Context: an optimization exercise on an open-source flow, tuned for small area and a short achievable clock period. The choices shown serve that exercise and are no tape-out recipe. Function was checked by simulation only, so behaviour that the tests miss may differ from the original. Power figures rest on the tool's default switching activity, not on a simulated workload.

<file path="design/flow/design.v">
module ternary_sum_nine #(
    parameter WIDTH = 32
) (
    input clk,
    input [WIDTH-1:0] i0,
    input [WIDTH-1:0] i1,
    input [WIDTH-1:0] i2,
    input [WIDTH-1:0] i3,
    input [WIDTH-1:0] i4,
    input [WIDTH-1:0] i5,
    input [WIDTH-1:0] i6,
    input [WIDTH-1:0] i7,
    input [WIDTH-1:0] i8,
    output [WIDTH+4-1:0] o
);
wire s0, c0;
wire s1, c1;
wire s2, c2;
wire s3, c3;
wire s4, c4;
wire s5, c5;
wire s6, c6;
wire s7, c7;
wire s8, c8;
wire s9, c9;
wire s10, c10;
wire s11, c11;
wire s12, c12;
wire s13, c13;
wire s14, c14;
wire s15, c15;
wire s16, c16;
wire s17, c17;
wire s18, c18;
wire s19, c19;
wire s20, c20;
wire s21, c21;
wire s22, c22;
wire s23, c23;
wire s24, c24;
wire s25, c25;
wire s26, c26;
wire s27, c27;
wire s28, c28;
wire s29, c29;
wire s30, c30;
wire s31, c31;
wire s32, c32;
wire s33, c33;
wire s34, c34;
wire s35, c35;
wire s36, c36;
wire s37, c37;
wire s38, c38;
wire s39, c39;
wire s40, c40;
wire s41, c41;
wire s42, c42;
wire s43, c43;
wire s44, c44;
wire s45, c45;
wire s46, c46;
wire s47, c47;
wire s48, c48;
wire s49, c49;
wire s50, c50;
wire s51, c51;
wire s52, c52;
wire s53, c53;
wire s54, c54;
wire s55, c55;
wire s56, c56;
wire s57, c57;
wire s58, c58;
wire s59, c59;
wire s60, c60;
wire s61, c61;
wire s62, c62;
wire s63, c63;
wire s64, c64;
wire s65, c65;
wire s66, c66;
wire s67, c67;
wire s68, c68;
wire s69, c69;
wire s70, c70;
wire s71, c71;
wire s72, c72;
wire s73, c73;
wire s74, c74;
wire s75, c75;
wire s76, c76;
wire s77, c77;
wire s78, c78;
wire s79, c79;
wire s80, c80;
wire s81, c81;
wire s82, c82;
wire s83, c83;
wire s84, c84;
wire s85, c85;
wire s86, c86;
wire s87, c87;
wire s88, c88;
wire s89, c89;
wire s90, c90;
wire s91, c91;
wire s92, c92;
wire s93, c93;
wire s94, c94;
wire s95, c95;
wire s96, c96;
wire s97, c97;
wire s98, c98;
wire s99, c99;
wire s100, c100;
wire s101, c101;
wire s102, c102;
wire s103, c103;
wire s104, c104;
wire s105, c105;
wire s106, c106;
wire s107, c107;
wire s108, c108;
wire s109, c109;
wire s110, c110;
wire s111, c111;
wire s112, c112;
wire s113, c113;
wire s114, c114;
wire s115, c115;
wire s116, c116;
wire s117, c117;
wire s118, c118;
wire s119, c119;
wire s120, c120;
wire s121, c121;
wire s122, c122;
wire s123, c123;
wire s124, c124;
wire s125, c125;
wire s126, c126;
wire s127, c127;
wire s128, c128;
wire s129, c129;
wire s130, c130;
wire s131, c131;
wire s132, c132;
wire s133, c133;
wire s134, c134;
wire s135, c135;
wire s136, c136;
wire s137, c137;
wire s138, c138;
wire s139, c139;
wire s140, c140;
wire s141, c141;
wire s142, c142;
wire s143, c143;
wire s144, c144;
wire s145, c145;
wire s146, c146;
wire s147, c147;
wire s148, c148;
wire s149, c149;
wire s150, c150;
wire s151, c151;
wire s152, c152;
wire s153, c153;
wire s154, c154;
wire s155, c155;
wire s156, c156;
wire s157, c157;
wire s158, c158;
wire s159, c159;
wire s160, c160;
wire s161, c161;
wire s162, c162;
wire s163, c163;
wire s164, c164;
wire s165, c165;
wire s166, c166;
wire s167, c167;
wire s168, c168;
wire s169, c169;
wire s170, c170;
wire s171, c171;
wire s172, c172;
wire s173, c173;
wire s174, c174;
wire s175, c175;
wire s176, c176;
wire s177, c177;
wire s178, c178;
wire s179, c179;
wire s180, c180;
wire s181, c181;
wire s182, c182;
wire s183, c183;
wire s184, c184;
wire s185, c185;
wire s186, c186;
wire s187, c187;
wire s188, c188;
wire s189, c189;
reg r1_c0_0;
reg r1_c0_1;
reg r1_c0_2;
reg r1_c1_0;
reg r1_c1_1;
reg r1_c2_0;
reg r1_c2_1;
reg r1_c3_0;
reg r1_c3_1;
reg r1_c3_2;
reg r1_c4_0;
reg r1_c4_1;
reg r1_c4_2;
reg r1_c5_0;
reg r1_c5_1;
reg r1_c5_2;
reg r1_c6_0;
reg r1_c6_1;
reg r1_c6_2;
reg r1_c7_0;
reg r1_c7_1;
reg r1_c7_2;
reg r1_c8_0;
reg r1_c8_1;
reg r1_c8_2;
reg r1_c9_0;
reg r1_c9_1;
reg r1_c9_2;
reg r1_c10_0;
reg r1_c10_1;
reg r1_c10_2;
reg r1_c11_0;
reg r1_c11_1;
reg r1_c11_2;
reg r1_c12_0;
reg r1_c12_1;
reg r1_c12_2;
reg r1_c13_0;
reg r1_c13_1;
reg r1_c13_2;
reg r1_c14_0;
reg r1_c14_1;
reg r1_c14_2;
reg r1_c15_0;
reg r1_c15_1;
reg r1_c15_2;
reg r1_c16_0;
reg r1_c16_1;
reg r1_c16_2;
reg r1_c17_0;
reg r1_c17_1;
reg r1_c17_2;
reg r1_c18_0;
reg r1_c18_1;
reg r1_c18_2;
reg r1_c19_0;
reg r1_c19_1;
reg r1_c19_2;
reg r1_c20_0;
reg r1_c20_1;
reg r1_c20_2;
reg r1_c21_0;
reg r1_c21_1;
reg r1_c21_2;
reg r1_c22_0;
reg r1_c22_1;
reg r1_c22_2;
reg r1_c23_0;
reg r1_c23_1;
reg r1_c23_2;
reg r1_c24_0;
reg r1_c24_1;
reg r1_c24_2;
reg r1_c25_0;
reg r1_c25_1;
reg r1_c25_2;
reg r1_c26_0;
reg r1_c26_1;
reg r1_c26_2;
reg r1_c27_0;
reg r1_c27_1;
reg r1_c27_2;
reg r1_c28_0;
reg r1_c28_1;
reg r1_c28_2;
reg r1_c29_0;
reg r1_c29_1;
reg r1_c29_2;
reg r1_c30_0;
reg r1_c30_1;
reg r1_c30_2;
reg r1_c31_0;
reg r1_c31_1;
reg r1_c31_2;
reg r1_c32_0;
reg r1_c32_1;
reg r1_c33_0;
reg r1_c33_1;
wire s190, c190;
wire s191, c191;
wire s192, c192;
wire s193, c193;
wire s194, c194;
wire s195, c195;
wire s196, c196;
wire s197, c197;
wire s198, c198;
wire s199, c199;
wire s200, c200;
wire s201, c201;
wire s202, c202;
wire s203, c203;
wire s204, c204;
wire s205, c205;
wire s206, c206;
wire s207, c207;
wire s208, c208;
wire s209, c209;
wire s210, c210;
wire s211, c211;
wire s212, c212;
wire s213, c213;
wire s214, c214;
wire s215, c215;
wire s216, c216;
wire s217, c217;
wire s218, c218;
wire s219, c219;
wire s220, c220;
wire s221, c221;
wire s222, c222;
wire s223, c223;
wire [35:0] row_a, row_b;
reg [35:0] o_r;
assign {c0, s0} = i0[0] + i1[0] + i2[0];
assign {c1, s1} = i3[0] + i4[0] + i5[0];
assign {c2, s2} = i6[0] + i7[0] + i8[0];
assign {c3, s3} = i0[1] + i1[1] + i2[1];
assign {c4, s4} = i3[1] + i4[1] + i5[1];
assign {c5, s5} = i6[1] + i7[1] + i8[1];
assign {c6, s6} = c0 + c1 + c2;
assign {c7, s7} = s3 + s4 + s5;
assign {c8, s8} = i0[2] + i1[2] + i2[2];
assign {c9, s9} = i3[2] + i4[2] + i5[2];
assign {c10, s10} = i6[2] + i7[2] + i8[2];
assign {c11, s11} = c3 + c4 + c5;
assign {c12, s12} = s8 + s9 + s10;
assign {c13, s13} = c6 + c7 + s11;
assign {c14, s14} = i0[3] + i1[3] + i2[3];
assign {c15, s15} = i3[3] + i4[3] + i5[3];
assign {c16, s16} = i6[3] + i7[3] + i8[3];
assign {c17, s17} = c8 + c9 + c10;
assign {c18, s18} = s14 + s15 + s16;
assign {c19, s19} = c11 + c12 + s17;
assign {c20, s20} = i0[4] + i1[4] + i2[4];
assign {c21, s21} = i3[4] + i4[4] + i5[4];
assign {c22, s22} = i6[4] + i7[4] + i8[4];
assign {c23, s23} = c14 + c15 + c16;
assign {c24, s24} = s20 + s21 + s22;
assign {c25, s25} = c17 + c18 + s23;
assign {c26, s26} = i0[5] + i1[5] + i2[5];
assign {c27, s27} = i3[5] + i4[5] + i5[5];
assign {c28, s28} = i6[5] + i7[5] + i8[5];
assign {c29, s29} = c20 + c21 + c22;
assign {c30, s30} = s26 + s27 + s28;
assign {c31, s31} = c23 + c24 + s29;
assign {c32, s32} = i0[6] + i1[6] + i2[6];
assign {c33, s33} = i3[6] + i4[6] + i5[6];
assign {c34, s34} = i6[6] + i7[6] + i8[6];
assign {c35, s35} = c26 + c27 + c28;
assign {c36, s36} = s32 + s33 + s34;
assign {c37, s37} = c29 + c30 + s35;
assign {c38, s38} = i0[7] + i1[7] + i2[7];
assign {c39, s39} = i3[7] + i4[7] + i5[7];
assign {c40, s40} = i6[7] + i7[7] + i8[7];
assign {c41, s41} = c32 + c33 + c34;
assign {c42, s42} = s38 + s39 + s40;
assign {c43, s43} = c35 + c36 + s41;
assign {c44, s44} = i0[8] + i1[8] + i2[8];
assign {c45, s45} = i3[8] + i4[8] + i5[8];
assign {c46, s46} = i6[8] + i7[8] + i8[8];
assign {c47, s47} = c38 + c39 + c40;
assign {c48, s48} = s44 + s45 + s46;
assign {c49, s49} = c41 + c42 + s47;
assign {c50, s50} = i0[9] + i1[9] + i2[9];
assign {c51, s51} = i3[9] + i4[9] + i5[9];
assign {c52, s52} = i6[9] + i7[9] + i8[9];
assign {c53, s53} = c44 + c45 + c46;
assign {c54, s54} = s50 + s51 + s52;
assign {c55, s55} = c47 + c48 + s53;
assign {c56, s56} = i0[10] + i1[10] + i2[10];
assign {c57, s57} = i3[10] + i4[10] + i5[10];
assign {c58, s58} = i6[10] + i7[10] + i8[10];
assign {c59, s59} = c50 + c51 + c52;
assign {c60, s60} = s56 + s57 + s58;
assign {c61, s61} = c53 + c54 + s59;
assign {c62, s62} = i0[11] + i1[11] + i2[11];
assign {c63, s63} = i3[11] + i4[11] + i5[11];
assign {c64, s64} = i6[11] + i7[11] + i8[11];
assign {c65, s65} = c56 + c57 + c58;
assign {c66, s66} = s62 + s63 + s64;
assign {c67, s67} = c59 + c60 + s65;
assign {c68, s68} = i0[12] + i1[12] + i2[12];
assign {c69, s69} = i3[12] + i4[12] + i5[12];
assign {c70, s70} = i6[12] + i7[12] + i8[12];
assign {c71, s71} = c62 + c63 + c64;
assign {c72, s72} = s68 + s69 + s70;
assign {c73, s73} = c65 + c66 + s71;
assign {c74, s74} = i0[13] + i1[13] + i2[13];
assign {c75, s75} = i3[13] + i4[13] + i5[13];
assign {c76, s76} = i6[13] + i7[13] + i8[13];
assign {c77, s77} = c68 + c69 + c70;
assign {c78, s78} = s74 + s75 + s76;
assign {c79, s79} = c71 + c72 + s77;
assign {c80, s80} = i0[14] + i1[14] + i2[14];
assign {c81, s81} = i3[14] + i4[14] + i5[14];
assign {c82, s82} = i6[14] + i7[14] + i8[14];
assign {c83, s83} = c74 + c75 + c76;
assign {c84, s84} = s80 + s81 + s82;
assign {c85, s85} = c77 + c78 + s83;
assign {c86, s86} = i0[15] + i1[15] + i2[15];
assign {c87, s87} = i3[15] + i4[15] + i5[15];
assign {c88, s88} = i6[15] + i7[15] + i8[15];
assign {c89, s89} = c80 + c81 + c82;
assign {c90, s90} = s86 + s87 + s88;
assign {c91, s91} = c83 + c84 + s89;
assign {c92, s92} = i0[16] + i1[16] + i2[16];
assign {c93, s93} = i3[16] + i4[16] + i5[16];
assign {c94, s94} = i6[16] + i7[16] + i8[16];
assign {c95, s95} = c86 + c87 + c88;
assign {c96, s96} = s92 + s93 + s94;
assign {c97, s97} = c89 + c90 + s95;
assign {c98, s98} = i0[17] + i1[17] + i2[17];
assign {c99, s99} = i3[17] + i4[17] + i5[17];
assign {c100, s100} = i6[17] + i7[17] + i8[17];
assign {c101, s101} = c92 + c93 + c94;
assign {c102, s102} = s98 + s99 + s100;
assign {c103, s103} = c95 + c96 + s101;
assign {c104, s104} = i0[18] + i1[18] + i2[18];
assign {c105, s105} = i3[18] + i4[18] + i5[18];
assign {c106, s106} = i6[18] + i7[18] + i8[18];
assign {c107, s107} = c98 + c99 + c100;
assign {c108, s108} = s104 + s105 + s106;
assign {c109, s109} = c101 + c102 + s107;
assign {c110, s110} = i0[19] + i1[19] + i2[19];
assign {c111, s111} = i3[19] + i4[19] + i5[19];
assign {c112, s112} = i6[19] + i7[19] + i8[19];
assign {c113, s113} = c104 + c105 + c106;
assign {c114, s114} = s110 + s111 + s112;
assign {c115, s115} = c107 + c108 + s113;
assign {c116, s116} = i0[20] + i1[20] + i2[20];
assign {c117, s117} = i3[20] + i4[20] + i5[20];
assign {c118, s118} = i6[20] + i7[20] + i8[20];
assign {c119, s119} = c110 + c111 + c112;
assign {c120, s120} = s116 + s117 + s118;
assign {c121, s121} = c113 + c114 + s119;
assign {c122, s122} = i0[21] + i1[21] + i2[21];
assign {c123, s123} = i3[21] + i4[21] + i5[21];
assign {c124, s124} = i6[21] + i7[21] + i8[21];
assign {c125, s125} = c116 + c117 + c118;
assign {c126, s126} = s122 + s123 + s124;
assign {c127, s127} = c119 + c120 + s125;
assign {c128, s128} = i0[22] + i1[22] + i2[22];
assign {c129, s129} = i3[22] + i4[22] + i5[22];
assign {c130, s130} = i6[22] + i7[22] + i8[22];
assign {c131, s131} = c122 + c123 + c124;
assign {c132, s132} = s128 + s129 + s130;
assign {c133, s133} = c125 + c126 + s131;
assign {c134, s134} = i0[23] + i1[23] + i2[23];
assign {c135, s135} = i3[23] + i4[23] + i5[23];
assign {c136, s136} = i6[23] + i7[23] + i8[23];
assign {c137, s137} = c128 + c129 + c130;
assign {c138, s138} = s134 + s135 + s136;
assign {c139, s139} = c131 + c132 + s137;
assign {c140, s140} = i0[24] + i1[24] + i2[24];
assign {c141, s141} = i3[24] + i4[24] + i5[24];
assign {c142, s142} = i6[24] + i7[24] + i8[24];
assign {c143, s143} = c134 + c135 + c136;
assign {c144, s144} = s140 + s141 + s142;
assign {c145, s145} = c137 + c138 + s143;
assign {c146, s146} = i0[25] + i1[25] + i2[25];
assign {c147, s147} = i3[25] + i4[25] + i5[25];
assign {c148, s148} = i6[25] + i7[25] + i8[25];
assign {c149, s149} = c140 + c141 + c142;
assign {c150, s150} = s146 + s147 + s148;
assign {c151, s151} = c143 + c144 + s149;
assign {c152, s152} = i0[26] + i1[26] + i2[26];
assign {c153, s153} = i3[26] + i4[26] + i5[26];
assign {c154, s154} = i6[26] + i7[26] + i8[26];
assign {c155, s155} = c146 + c147 + c148;
assign {c156, s156} = s152 + s153 + s154;
assign {c157, s157} = c149 + c150 + s155;
assign {c158, s158} = i0[27] + i1[27] + i2[27];
assign {c159, s159} = i3[27] + i4[27] + i5[27];
assign {c160, s160} = i6[27] + i7[27] + i8[27];
assign {c161, s161} = c152 + c153 + c154;
assign {c162, s162} = s158 + s159 + s160;
assign {c163, s163} = c155 + c156 + s161;
assign {c164, s164} = i0[28] + i1[28] + i2[28];
assign {c165, s165} = i3[28] + i4[28] + i5[28];
assign {c166, s166} = i6[28] + i7[28] + i8[28];
assign {c167, s167} = c158 + c159 + c160;
assign {c168, s168} = s164 + s165 + s166;
assign {c169, s169} = c161 + c162 + s167;
assign {c170, s170} = i0[29] + i1[29] + i2[29];
assign {c171, s171} = i3[29] + i4[29] + i5[29];
assign {c172, s172} = i6[29] + i7[29] + i8[29];
assign {c173, s173} = c164 + c165 + c166;
assign {c174, s174} = s170 + s171 + s172;
assign {c175, s175} = c167 + c168 + s173;
assign {c176, s176} = i0[30] + i1[30] + i2[30];
assign {c177, s177} = i3[30] + i4[30] + i5[30];
assign {c178, s178} = i6[30] + i7[30] + i8[30];
assign {c179, s179} = c170 + c171 + c172;
assign {c180, s180} = s176 + s177 + s178;
assign {c181, s181} = c173 + c174 + s179;
assign {c182, s182} = i0[31] + i1[31] + i2[31];
assign {c183, s183} = i3[31] + i4[31] + i5[31];
assign {c184, s184} = i6[31] + i7[31] + i8[31];
assign {c185, s185} = c176 + c177 + c178;
assign {c186, s186} = s182 + s183 + s184;
assign {c187, s187} = c179 + c180 + s185;
assign {c188, s188} = c182 + c183 + c184;
assign {c189, s189} = c185 + c186 + s188;
assign {c190, s190} = r1_c0_0 + r1_c0_1;
assign {c191, s191} = r1_c1_0 + r1_c1_1;
assign {c192, s192} = r1_c2_0 + r1_c2_1;
assign {c193, s193} = r1_c3_0 + r1_c3_1 + r1_c3_2;
assign {c194, s194} = r1_c4_0 + r1_c4_1 + r1_c4_2;
assign {c195, s195} = r1_c5_0 + r1_c5_1 + r1_c5_2;
assign {c196, s196} = r1_c6_0 + r1_c6_1 + r1_c6_2;
assign {c197, s197} = r1_c7_0 + r1_c7_1 + r1_c7_2;
assign {c198, s198} = r1_c8_0 + r1_c8_1 + r1_c8_2;
assign {c199, s199} = r1_c9_0 + r1_c9_1 + r1_c9_2;
assign {c200, s200} = r1_c10_0 + r1_c10_1 + r1_c10_2;
assign {c201, s201} = r1_c11_0 + r1_c11_1 + r1_c11_2;
assign {c202, s202} = r1_c12_0 + r1_c12_1 + r1_c12_2;
assign {c203, s203} = r1_c13_0 + r1_c13_1 + r1_c13_2;
assign {c204, s204} = r1_c14_0 + r1_c14_1 + r1_c14_2;
assign {c205, s205} = r1_c15_0 + r1_c15_1 + r1_c15_2;
assign {c206, s206} = r1_c16_0 + r1_c16_1 + r1_c16_2;
assign {c207, s207} = r1_c17_0 + r1_c17_1 + r1_c17_2;
assign {c208, s208} = r1_c18_0 + r1_c18_1 + r1_c18_2;
assign {c209, s209} = r1_c19_0 + r1_c19_1 + r1_c19_2;
assign {c210, s210} = r1_c20_0 + r1_c20_1 + r1_c20_2;
assign {c211, s211} = r1_c21_0 + r1_c21_1 + r1_c21_2;
assign {c212, s212} = r1_c22_0 + r1_c22_1 + r1_c22_2;
assign {c213, s213} = r1_c23_0 + r1_c23_1 + r1_c23_2;
assign {c214, s214} = r1_c24_0 + r1_c24_1 + r1_c24_2;
assign {c215, s215} = r1_c25_0 + r1_c25_1 + r1_c25_2;
assign {c216, s216} = r1_c26_0 + r1_c26_1 + r1_c26_2;
assign {c217, s217} = r1_c27_0 + r1_c27_1 + r1_c27_2;
assign {c218, s218} = r1_c28_0 + r1_c28_1 + r1_c28_2;
assign {c219, s219} = r1_c29_0 + r1_c29_1 + r1_c29_2;
assign {c220, s220} = r1_c30_0 + r1_c30_1 + r1_c30_2;
assign {c221, s221} = r1_c31_0 + r1_c31_1 + r1_c31_2;
assign {c222, s222} = r1_c32_0 + r1_c32_1;
assign {c223, s223} = r1_c33_0 + r1_c33_1;
assign row_a = {1'b0, c223, c222, s222, c220, c219, c218, c217, c216, c215, c214, c213, c212, c211, c210, c209, c208, c207, c206, c205, c204, c203, c202, c201, c200, c199, c198, c197, c196, c195, c194, c193, c192, c191, c190, r1_c0_2};
assign row_b = {1'b0, 1'b0, s223, c221, s221, s220, s219, s218, s217, s216, s215, s214, s213, s212, s211, s210, s209, s208, s207, s206, s205, s204, s203, s202, s201, s200, s199, s198, s197, s196, s195, s194, s193, s192, s191, s190};
always @(posedge clk) begin
    r1_c0_0 <= s0;
    r1_c0_1 <= s1;
    r1_c0_2 <= s2;
    r1_c1_0 <= s6;
    r1_c1_1 <= s7;
    r1_c2_0 <= s12;
    r1_c2_1 <= s13;
    r1_c3_0 <= s18;
    r1_c3_1 <= c13;
    r1_c3_2 <= s19;
    r1_c4_0 <= s24;
    r1_c4_1 <= c19;
    r1_c4_2 <= s25;
    r1_c5_0 <= s30;
    r1_c5_1 <= c25;
    r1_c5_2 <= s31;
    r1_c6_0 <= s36;
    r1_c6_1 <= c31;
    r1_c6_2 <= s37;
    r1_c7_0 <= s42;
    r1_c7_1 <= c37;
    r1_c7_2 <= s43;
    r1_c8_0 <= s48;
    r1_c8_1 <= c43;
    r1_c8_2 <= s49;
    r1_c9_0 <= s54;
    r1_c9_1 <= c49;
    r1_c9_2 <= s55;
    r1_c10_0 <= s60;
    r1_c10_1 <= c55;
    r1_c10_2 <= s61;
    r1_c11_0 <= s66;
    r1_c11_1 <= c61;
    r1_c11_2 <= s67;
    r1_c12_0 <= s72;
    r1_c12_1 <= c67;
    r1_c12_2 <= s73;
    r1_c13_0 <= s78;
    r1_c13_1 <= c73;
    r1_c13_2 <= s79;
    r1_c14_0 <= s84;
    r1_c14_1 <= c79;
    r1_c14_2 <= s85;
    r1_c15_0 <= s90;
    r1_c15_1 <= c85;
    r1_c15_2 <= s91;
    r1_c16_0 <= s96;
    r1_c16_1 <= c91;
    r1_c16_2 <= s97;
    r1_c17_0 <= s102;
    r1_c17_1 <= c97;
    r1_c17_2 <= s103;
    r1_c18_0 <= s108;
    r1_c18_1 <= c103;
    r1_c18_2 <= s109;
    r1_c19_0 <= s114;
    r1_c19_1 <= c109;
    r1_c19_2 <= s115;
    r1_c20_0 <= s120;
    r1_c20_1 <= c115;
    r1_c20_2 <= s121;
    r1_c21_0 <= s126;
    r1_c21_1 <= c121;
    r1_c21_2 <= s127;
    r1_c22_0 <= s132;
    r1_c22_1 <= c127;
    r1_c22_2 <= s133;
    r1_c23_0 <= s138;
    r1_c23_1 <= c133;
    r1_c23_2 <= s139;
    r1_c24_0 <= s144;
    r1_c24_1 <= c139;
    r1_c24_2 <= s145;
    r1_c25_0 <= s150;
    r1_c25_1 <= c145;
    r1_c25_2 <= s151;
    r1_c26_0 <= s156;
    r1_c26_1 <= c151;
    r1_c26_2 <= s157;
    r1_c27_0 <= s162;
    r1_c27_1 <= c157;
    r1_c27_2 <= s163;
    r1_c28_0 <= s168;
    r1_c28_1 <= c163;
    r1_c28_2 <= s169;
    r1_c29_0 <= s174;
    r1_c29_1 <= c169;
    r1_c29_2 <= s175;
    r1_c30_0 <= s180;
    r1_c30_1 <= c175;
    r1_c30_2 <= s181;
    r1_c31_0 <= s186;
    r1_c31_1 <= c181;
    r1_c31_2 <= s187;
    r1_c32_0 <= c187;
    r1_c32_1 <= s189;
    r1_c33_0 <= c188;
    r1_c33_1 <= c189;
    o_r <= row_a + row_b;
end
assign o = o_r;
endmodule
</file>
<file path="design/flow/flow/run.sh">
#!/bin/bash
set -e
export BUFFER_PORTS_ARGS="-buffer_cell sky130_fd_sc_hd__buf_1"
bash standard.sh > standard.log 2>&1
</file>
<file path="design/flow/standard.sh">
#!/bin/bash
# synth_recipe.tcl (not shown) runs the flow's synth.tcl, then flattens the netlist and writes it again
# the make line also repeats each setting of config.mk as NAME=value (left out here)
make -C /OpenROAD-flow-scripts/flow DESIGN_CONFIG=/design/flow/config.mk WORK_HOME=/design/flow/orfs CLKGATE_MAP_FILE= SYNTH_SCRIPT=/design/flow/synth_recipe.tcl "${@:-finish}"
</file>
<file path="design/flow/config.mk">
export PLATFORM = sky130hd
export DESIGN_NAME = ternary_sum_nine
export DESIGN_NICKNAME = ternary_sum_nine
export VERILOG_FILES = /design/flow/design.v
export SDC_FILE = /design/flow/constraint.sdc
export NUM_CORES = 4
export LEC_CHECK = 0
export ABC_AREA = 1
export CAP_MARGIN = 20
export CORE_MARGIN = 2
export CORE_UTILIZATION = 60
export SETUP_SLACK_MARGIN = 3.0
export SLEW_MARGIN = 20
</file>
<file path="design/flow/constraint.sdc">
create_clock -name core_clock -period 5.5 [get_ports {clk}]
set_input_delay 1.1000 -clock core_clock [delete_from_list [all_inputs] [get_ports {clk}]]
set_output_delay 1.1000 -clock core_clock [all_outputs]
set_load 0.01 [all_outputs]
</file>
==> impl_metrics.json, run 1 <==
{
  "status": "complete, no violations",
  "path_buf_inv": 2,
  "clkLatencyLatePin_ns": 0.42,
  "numPortBuffers": 324,
  "design.core.area_um2": 15800,
  "wl_um": 19000,
  "rows": 46,
  "nets": 1747,
  "crit_path_end_kind": "flip-flop",
  "path_delay_family": "adder cells",
  "power.density_nw_per_um2": 731,
  "synth_area_um2": 9680,
  "startpoint_type": "flip-flop",
  "hpwl_um": 16700,
  "tightest_slew_ns": 0.347,
  "antenna_found_initial": 0,
  "crit_arrival_ns": 2.67,
  "yosysSeqAreaShare": 0.277,
  "worstHoldStart": "r1_c0_2",
  "cp_common_cell": "nand2_1",
  "routedWlPerCell_um": 13.3,
  "setup-violations-final": 0,
  "tritoncts": "built",
  "grt_pass1_vias": 7265,
  "hold_viol_final": 0,
  "grt_pass1_wl_um": 31700,
  "yosys_warnings": 1,
  "avgSynthCellArea_um2": 11.3,
  "timing_max_transition_violations_final": 0,
  "crit_required_ns": 5.81,
  "io_pins": 325,
  "synthDistinctLibCells": 23,
  "largest_register_ffs": 36,
  "cts_buffer_depth": 2,
  "grt.total_usage": 0.239,
  "via_count": 6910,
  "cts_sinks": 134,
  "fin_skew_ns": 0.00667,
  "post-place-ws_ns": 2.76,
  "fmax_mhz": 424,
  "die_area_um2": 17200,
  "die_h_um": 131,
  "vias_per_cell": 4.84,
  "syn_inst": 856,
  "drive_gt1_frac": 0.148,
  "period_needed_ns": 2.36,
  "grt_max_degree": 17,
  "worstSetupPathType": "reg2reg",
  "worst_slack_ns": 3.14,
  "critPathMaxStageDelay_ns": 0.55,
  "htree_levels": 4,
  "start_util": 0.612,
  "p_leak_nw": 4.94,
  "cts_root_buf": "clkbuf_16",
  "top_register": "o_r",
  "yosys_register_bits": 134,
  "syn_to_final_growth_pct": 23.8,
  "syn_nets": 1404,
  "slowest_stage": "fa_1",
  "place_congestion": 0.858,
  "crit_fanout": 5,
  "drtPass1Iterations": 4,
  "path_clk_slew_ns": 0.05,
  "hp-class": "reg2reg",
  "drt-initial-drc-count": 283,
  "crit_path_start": "r1_c3_0",
  "ant_nets": 0,
  "reg2reg_from": "r1_c3_0",
  "rsz0062_at_grt": "no",
  "diodes": 0,
  "path_cells": "inv_1, fa_1, inv_1, ha_2, nand3_1, nand3_1, nand2_1, nand2_2, nand2_1, nand2_1, nand2_1, nand3_1, nand2_1",
  "finalSetupTns_ns": 0,
  "maxCapViolations": 0,
  "drc_errors": 0,
  "peakVddDrop_mv": 0.387,
  "overflow": 0,
  "cts_setup_buffers": 0,
  "slew_headroom": 0.766,
  "numCtsBuffers": 17,
  "die_w_um": 131,
  "fin_crit_sh": 0.428,
  "fillers": 1149
}
[power by group]
group	switching (mW)	leakage, nW	internal, mW
combinational	3.80	3.54	2.18
sequential	0.192	1.13	1.51
clock	0.401	0.277	0.686
[through the flow]
stage | instance area (um^2) | util | total power, mW | cells | hold slack, ns
global route | 12000 | 0.757 | 9.79 | 1427 | 0.488
floorplan | 9920 | - | 6.12 | 856 | 0.432
finish | 12000 | 0.757 | 8.76 | 1427 | 0.450
global placement | 11400 | 0.720 | 7.54 | 1396 | 0.439
CTS | 12000 | 0.756 | 8.80 | 1427 | 0.455
detailed placement | 11400 | 0.720 | 7.62 | 1396 | 0.442
[Yosys cell counts]
| cell | number | area share |
|---|---|---|
| nand3_1 | 23 | 0.012 |
| nor2_4 | 3 | 0.0035 |
| nand3_2 | 4 | 0.0041 |
| o21bai_1 | 1 | 0.00078 |
| a21oi_2 | 1 | 0.00090 |
| inv_2 | 10 | 0.0039 |
| xnor2_1 | 1 | 0.00090 |
| nor4_2 | 1 | 0.0013 |
| ha_1 | 39 | 0.050 |
| o21ai_0 | 22 | 0.011 |
| fa_1 | 220 | 0.45 |
| dfxtp_1 | 134 | 0.28 |
| nor2_2 | 8 | 0.0052 |
| inv_1 | 92 | 0.036 |
| nor2_1 | 39 | 0.015 |
| nor3_1 | 7 | 0.0036 |
| and3_1 | 1 | 0.00065 |
| xor2_1 | 16 | 0.014 |
| nor3_2 | 3 | 0.0031 |
| nand2_1 | 165 | 0.064 |
| a21oi_1 | 41 | 0.021 |
| nand2_2 | 24 | 0.016 |
| o21ai_1 | 1 | 0.00052 |
[area by class of cell]
class                   count  area [um^2]  share of cell area
clock buffers              23          468              0.0390
clock inverters             8          100             0.00835
inverters                 102          383              0.0319
multi-input cells         620         6860               0.573
flip-flops and latches    134         2680               0.224
well taps                 216          270              0.0226
repair buffers            324         1220               0.101
[routing by layer]
metal | vias up | global-route usage | wire, um
met1 | 3343 | 0.292 | 7510
met3 | 21 | 0.0578 | 1220
met2 | 219 | 0.429 | 10000
li1 | 3327 | - | -
met5 | - | 0 | 0
met4 | 0 | 0.0576 | 264
[path summary, 6_finish.rpt]
kind,endpoint,slack (ns),cells past startpoint
setup / recovery,o_r[28],3.14,13
setup reg to reg,o_r[28],3.14,13
hold reg to reg,o_r[0],0.45,1
hold / removal,o_r[0],0.45,1
[logic make-up after synthesis]
logic type	after synthesis	synth area share
adder cells (fa/ha/maj)	259	0.505
AO/OA/AOI/OAI	66	0.0348
buffers and inverters	102	0.0395
AND/OR/NAND/NOR	278	0.128
flip-flops	134	0.277
XOR/XNOR	17	0.0154
[repair_timing]
item | in CTS | in global routing
endpoints found under the hold margin | 0 | 0
hold buffers | 0 | 0
gates resized for setup | 0 | 4
endpoints found under the setup margin | 0 | 9
[cell usage in the layout (no fill, tap or decap), drive strengths merged]
master,count
buf,324
fa,220
nand2,189
dfxtp,134
inv,102
nor2,50
a21oi,42
ha,39
nand3,27
o21ai,23
clkbuf,23
xor2,16
nor3,10
clkinv,5
bufinv,2
and3,1
nor4,1
o21bai,1
xnor2,1
clkinvlp,1
==> inputs of run 2 (changes only) <==
--- a/design/flow/config.mk
+++ b/design/flow/config.mk
@@ -9,5 +9,6 @@
 export CAP_MARGIN = 20
 export CORE_MARGIN = 2
 export CORE_UTILIZATION = 60
+export CTS_BUF_LIST = sky130_fd_sc_hd__clkbuf_4
 export SETUP_SLACK_MARGIN = 3.0
 export SLEW_MARGIN = 20
==> run 2 against run 1 <==
Still clean. Total power fell by 6.3%. Combinational power fell by 1%. Sequential share of layout area rose by 0.59 points. Critical endpoint unchanged. Largest power group unchanged.
==> impl_metrics.json, run 2 <==
{
  "diodes": 0,
  "drc_errors": 0,
  "via_count": 6828,
  "crit_fanout": 5,
  "yosysSeqAreaShare": 0.277,
  "cp_common_cell": "nand2_1",
  "yosys-top-cells-count": "220 x fa_1, 165 x nand2_1, 134 x dfxtp_1, 92 x inv_1, 41 x a21oi_1",
  "synthDistinctLibCells": 23,
  "drt-initial-drc-count": 244,
  "synthArstFlopShare": 0,
  "fin_skew_ns": 0.0111,
  "final_cell_mix": "324 x buf_1, 165 x nand2_1, 134 x dfxtp_1",
  "hp-class": "reg2reg",
  "syn_to_final_growth_pct": 20.6,
  "path_cells": "inv_1, fa_1, inv_1, ha_2, nand3_1, nand3_1, nand2_1, nand2_2, nand2_1, nand2_1, nand2_1, nand3_1, nand2_1",
  "numCtsBuffers": 17,
  "placedCellCount": 1396,
  "crit_arrival_ns": 2.75,
  "hold_viol_final": 0,
  "period_needed_ns": 2.30,
  "wl_um": 18400,
  "fillers": 1189,
  "path_clk_slew_ns": 0.10,
  "place_congestion": 0.858,
  "tritoncts": "built",
  "rsz0062_at_grt": "no",
  "routedWlPerCell_um": 12.9,
  "drtPass1Iterations": 4,
  "maxCapViolations": 0,
  "setup-violations-final": 0,
  "fmax_mhz": 435,
  "yosysTopAreaCellShare": 0.455,
  "grt_max_degree": 17,
  "hpwl_um": 16700,
  "post-route-util": 0.738,
  "io_pins": 325,
  "peakVddDrop_mv": 0.341,
  "top_register": "o_r",
  "synth_top_area_cell": "fa_1",
  "rows": 46,
  "layout_commonest_cell": "buf_1",
  "slew_headroom": 0.779,
  "yosys_warnings": 1,
  "synth.area.top_cells": "fa_1 45%, dfxtp_1 28%, nand2_1 6.4%",
  "hold_buffers": 0,
  "cts_buffer_depth": 2,
  "overflow": 0,
  "final_area_um2": 11700,
  "p_leak_nw": 4.81,
  "instances_no_fill": 1427,
  "die_area_um2": 17200,
  "placed_cell_area_um2": 11400,
  "crit_required_ns": 5.95,
  "avgSynthCellArea_um2": 11.3,
  "clkLatencyLatePin_ns": 0.55,
  "design.core.area_um2": 15800,
  "grt.total_usage": 0.231,
  "syn_nets": 1404,
  "tightest_slew_ns": 0.328,
  "slowest_stage": "fa_1",
  "startpoint_type": "flip-flop",
  "nets": 1747,
  "ant_nets": 0,
  "crit_path_end_kind": "flip-flop",
  "synth_flop_cell": "dfxtp_1",
  "antenna_found_initial": 0,
  "worstSetupPathType": "reg2reg",
  "power.density_nw_per_um2": 703,
  "vias_per_cell": 4.78,
  "numPortBuffers": 324,
  "cts_setup_buffers": 0,
  "grt_pass1_vias": 7074,
  "syn_inst": 856,
  "drive_gt1_frac": 0.148,
  "die_h_um": 131,
  "whs_ns": 0.459,
  "cts_resized": 0,
  "path_buf_inv": 2,
  "grt_pass1_wl_um": 30700,
  "path_delay_family": "adder cells",
  "start_util": 0.612,
  "cts_sinks": 134,
  "htree_levels": 4,
  "fin_crit_sh": 0.418,
  "yosysMostFrequentCell": "fa_1",
  "yosys_register_bits": 134,
  "critPathMaxStageDelay_ns": 0.53,
  "synth_edf_count": 0,
  "timing_max_transition_violations_final": 0,
  "synth_area_um2": 9680,
  "finalSetupTns_ns": 0,
  "status": "complete, no violations",
  "largest_register_ffs": 36,
  "cts_root_buf": "clkbuf_4",
  "die_w_um": 131
}
-- run 2: cell families after synthesis --
logic type | synth area share
xor gates and xnor gates | 0.0154
buffers and inverters | 0.0395
and+or+nand+nor | 0.128
AOI/OAI and AO/OA | 0.0348
DFF | 0.277
adders and majority gates | 0.505
-- run 2: per-stage QoR --
| stage | setup slack [ns] | power [mW] |
|---|---|---|
| after global routing | 3.01 | 9.26 |
| after CTS | 3.15 | 8.29 |
| after floorplan | 2.93 | 6.12 |
| final | 3.20 | 8.21 |
| after global placement | 2.80 | 7.54 |
| after detailed placement | 2.76 | 7.62 |
-- run 2: worst paths after layout --
path                start  endpoint  slack, ns  depth (start not counted)
setup / recovery  r1_c3_0   o_r[28]       3.20                         13
hold / removal    r1_c0_2    o_r[0]       0.46                          1
hold reg to reg   r1_c0_2    o_r[0]       0.46                          1
setup reg to reg  r1_c3_0   o_r[28]       3.20                         13
-- run 2: report_power, final --
part           internal (mW)  switching (mW)
clock                  0.283           0.336
combinational           2.16            3.74
sequential              1.50           0.188
total                   3.95            4.27
-- run 2: layout make-up --
cell class / count / area (um^2) / area share
sequential: 134 / 2680 / 0.230
clock buffer: 21 / 158 / 0.0135
inverter: 102 / 383 / 0.0328
multi-input combinational: 620 / 6860 / 0.587
clock inverter: 10 / 108 / 0.00922
timing repair buffer: 324 / 1220 / 0.104
tap: 216 / 270 / 0.0231
-- run 2: worst reg2reg max path: cells and delay by family (launching register included) --
kind          cells  cell delay, ns
simple gates      9            0.89
fa+ha+maj         2            0.89
flops             1            0.33
buf+inv           2            0.11
-- run 2: per-layer routing --
| layer | track usage | up-vias | share of wire |
|---|---|---|---|
| met5 | 0 | - | 0 |
| met4 | 0.0519 | 0 | 0.013 |
| met3 | 0.0574 | 22 | 0.059 |
| met2 | 0.412 | 189 | 0.52 |
| met1 | 0.287 | 3294 | 0.41 |
| li1 | - | 3323 | - |

[separate check: timing with driven ports]
Ports are ideal in the flow. The routed layouts listed here were re-timed in OpenROAD. Step 1, drivers: a clkbuf_16 drives clk and a buf_2 each remaining input, both assumed. Step 2 adds t to the input delays and takes it off the output delays; t is the mean of the earliest and latest rising clock arrival at the registers after step 1. Input paths then give back, and output paths get back, about the clock's delay inside the block. a / b / c = ideal / step 1 / step 2; a / b = the first two.
| run | t (ns) | setup slack, ns | latest minus earliest clock arrival (ns) | worst slew at a driven data input, ns | pins driven straight from the clock port |
|---|---|---|---|---|---|
| run 1 | 0.462 | 3.143 / 3.143 / 2.743 | 0.007 / 0.007 | 0.04 | 1 |
| run 2 | 0.579 | 3.201 / 3.201 / 2.758 | 0.011 / 0.011 | 0.04 | 1 |
After both steps every run listed still meets setup and hold. The setup slack of run 2, which loses most, moves by 0.000 ns with the drivers and by -0.443 ns with both steps.
